What follows belongs to an exercise in optimizing a design on an open flow for small area; a production flow would make more cautious choices. RTL that was checked went through simulation tests only; none was proved equivalent to the original. Power figures rest on the tool's default switching activity, not on a simulated workload.

// IntMem
module IntMem (
            scan_en,
            aclk,
            areset_n,
            mem_type,
            remap,
            axi_awid,
            axi_awaddr,
            axi_awlen,
            axi_awsize,
            axi_awburst,
            axi_awlock,
            axi_awcache,
            axi_awprot,
            axi_awvalid,
            axi_awready,
            axi_wdata,
            axi_wstrb,
            axi_wlast,
            axi_wvalid,
            axi_wready,
            axi_bid,
            axi_bresp,
            axi_bvalid,
            axi_bready,
           axi_arid,      
           axi_araddr,       
           axi_arlen,     
           axi_arsize,    
           axi_arburst,   
           axi_arlock,    
           axi_arcache,   
           axi_arprot,    
           axi_arvalid,   
           axi_arready,
           axi_rid,
           axi_rdata,
           axi_rresp,
           axi_rlast,
           axi_rvalid,
           axi_rready,
           mem0_cs_n,
           mem0_wr_n,
           mem0_rd_n,
           mem0_wr_byte_en,
           mem0_addr,
           mem0_wr_addr,
           mem0_din,
           mem0_dout,
           mem1_cs_n,
           mem1_wr_n,
           mem1_rd_n,
           mem1_wr_byte_en,
           mem1_addr,
           mem1_wr_addr,
           mem1_din,
           mem1_dout,
           mem2_cs_n,
           mem2_wr_n,
           mem2_rd_n,
           mem2_wr_byte_en,
           mem2_addr,
           mem2_wr_addr,
           mem2_din,
           mem2_dout 
);
clock: 11.0 ns
lec_check: 0
cap_margin: 20
core_area: 10 10 530 530
die_area: 0 0 540 540
slew_margin: 20
standard.sh (not shown) runs the stock make flow with config.mk's settings and CLKGATE_MAP_FILE= SYNTH_SCRIPT=/design/flow/synth_recipe.tcl, a recipe that flattens the netlist after the stock synthesis.
==> flow/flow/run.sh <==
#!/bin/bash
set -euo pipefail
export BUFFER_PORTS_ARGS="-buffer_cell sky130_fd_sc_hd__buf_1"
export CTS_ARGS="-sink_clustering_enable -repair_clock_nets -dont_use_dummy_load -sink_clustering_size 12 -sink_clustering_max_diameter 60 -buf_list {sky130_fd_sc_hd__clkbuf_8}"
bash standard.sh finish > standard_flow.log 2>&1
Next try:
--- a/flow/design.v
+++ b/flow/design.v
@@ -143,18 +143,18 @@
     if (validreq) begin
       AxADDRs   <= AxADDR[19:16];
       AxLENr    <= AxLEN[3:0];
       AxSIZEr   <= AxSIZE;
       AxBURSTr  <= AxBURST;
     end
+  assign AddrId  = validreq ? AxID : AxIDr;
   always @ (posedge ACLK or negedge ARESETn)
     if (!ARESETn)
       AxIDr   <= {ID_WIDTH{1'b0}};
-    else if (validreq)
-      AxIDr   <= AxID;
-  assign AddrId  = validreq ? AxID : AxIDr;
+    else
+      AxIDr   <= AddrId;
   IntMemAdrNxt u_IntMemAdrNxt
     (.AddrIn  (AxADDRmuxr[19:0]),
      .AxLEN   (AxLENr),
      .AxSIZE  (AxSIZEr),
      .AxBURST (AxBURSTr),
      .AddrOut (AxADDRinc));
@@ -172,16 +172,14 @@
       AxADDRmuxr[19:0] <= AddrOut[19:0];
   assign AddrStart = {AxADDRmuxr[31:20], AxADDRs};
   wire cnt_nz = (AddrCountr != 8'h0);
   assign AddrValid = validreq | (validresp & cnt_nz);
   assign AddrCount = validreq ? AxLEN : (AddrCountr - 8'h1);
   assign AddrLast  = (AddrCount == 8'h0) & AddrValid;
-  always @ (posedge ACLK or negedge ARESETn)
-    if (!ARESETn)
-      AddrCountr <= 8'h0;
-    else if (validreq | validresp)
+  always @ (posedge ACLK)
+    if (validreq | validresp)
       AddrCountr <= AddrCount;
   assign DataLast = validreq ? ((AxLEN == 8'h0) & validresp) : nlastr;
   wire data_next_last = READ ? (AddrCountr == 8'h1) : (AddrCount == 8'h1);
   always @ (posedge ACLK or negedge ARESETn)
     if (!ARESETn)
       nlastr <= 1'b1;
@@ -601,15 +599,18 @@
 reg aw_pend;
 reg ar_pend;
 always @(posedge ACLK)begin
      aw_pend <= axi_awvalid & ~axi_awready;
      ar_pend <= axi_arvalid & ~axi_arready;
 end
-    assign arb_c =  (axi_awaddr[31:16] == axi_araddr[31:16]) ? 1'b1 : 1'b0;
-    assign arb_w =  ar_pend ? arb_c : (axi_awaddr[31:16] == raddr_start);
-    assign arb_r =  aw_pend ? arb_c : (waddr_start == axi_araddr[31:16]);
+    wire [31:16] cmp_w = (mem_status == WR && !aw_pend) ? waddr_start : axi_awaddr[31:16];
+    wire [31:16] cmp_r = (mem_status == RD && !ar_pend) ? raddr_start : axi_araddr[31:16];
+    wire         cmp_eq = (cmp_w == cmp_r);
+    assign arb_c =  cmp_eq;
+    assign arb_w =  cmp_eq;
+    assign arb_r =  cmp_eq;
 always @(posedge ACLK or negedge ARESETn)begin
      if(!ARESETn) begin
          waddr_ready   <= 1'b0;
          raddr_ready   <= 1'b0;
          mem_status    <= 2'b00;
      end 
The changed run completed with no timing, DRC or antenna violations.
Routed wire length shrinks by 5.0%.
Sequential power fell by about 3%.
Global-route usage goes down by 0.41 points.
Power rises by 1.5%.
Non-clock buffer count went up by 3.
Die area stays the same.
Clock-buffer cell count grows by 1.
Sequential share of layout area went up by 0.28 points.
Register-to-register slack gets worse by 0.21 ns.
Setup slack got worse by 0.083 ns.
Clock power climbs by 3.4%.
For the second run of this note, only the layout was checked, not whether the RTL still works.

==> port drivers added, routing unchanged <==
Ports are ideal in the flow. The routed layouts listed here were re-timed in OpenROAD. Step 1, drivers: a clkbuf_16 drives aclk and a buf_2 each remaining input, both assumed. Step 2 moves the port delays by t, midway between the first and last clock arrival at a register: inputs arrive t later, outputs are due t later. That takes back most of the time a late clock gives input paths. a / b / c = no drivers / after step 1 / after step 2; a / b = the first two.
run	t, ns	setup WS [ns]	slew at the worst register clock pin (ns)	worst slew at a driven data input, ns
the first run	0.668	0.554 / 0.498 / 1.166	0.09 / 0.09	0.55
the second run	0.691	0.471 / 0.411 / 1.102	0.09 / 0.09	0.71
After both steps setup and hold are still met in every run listed.
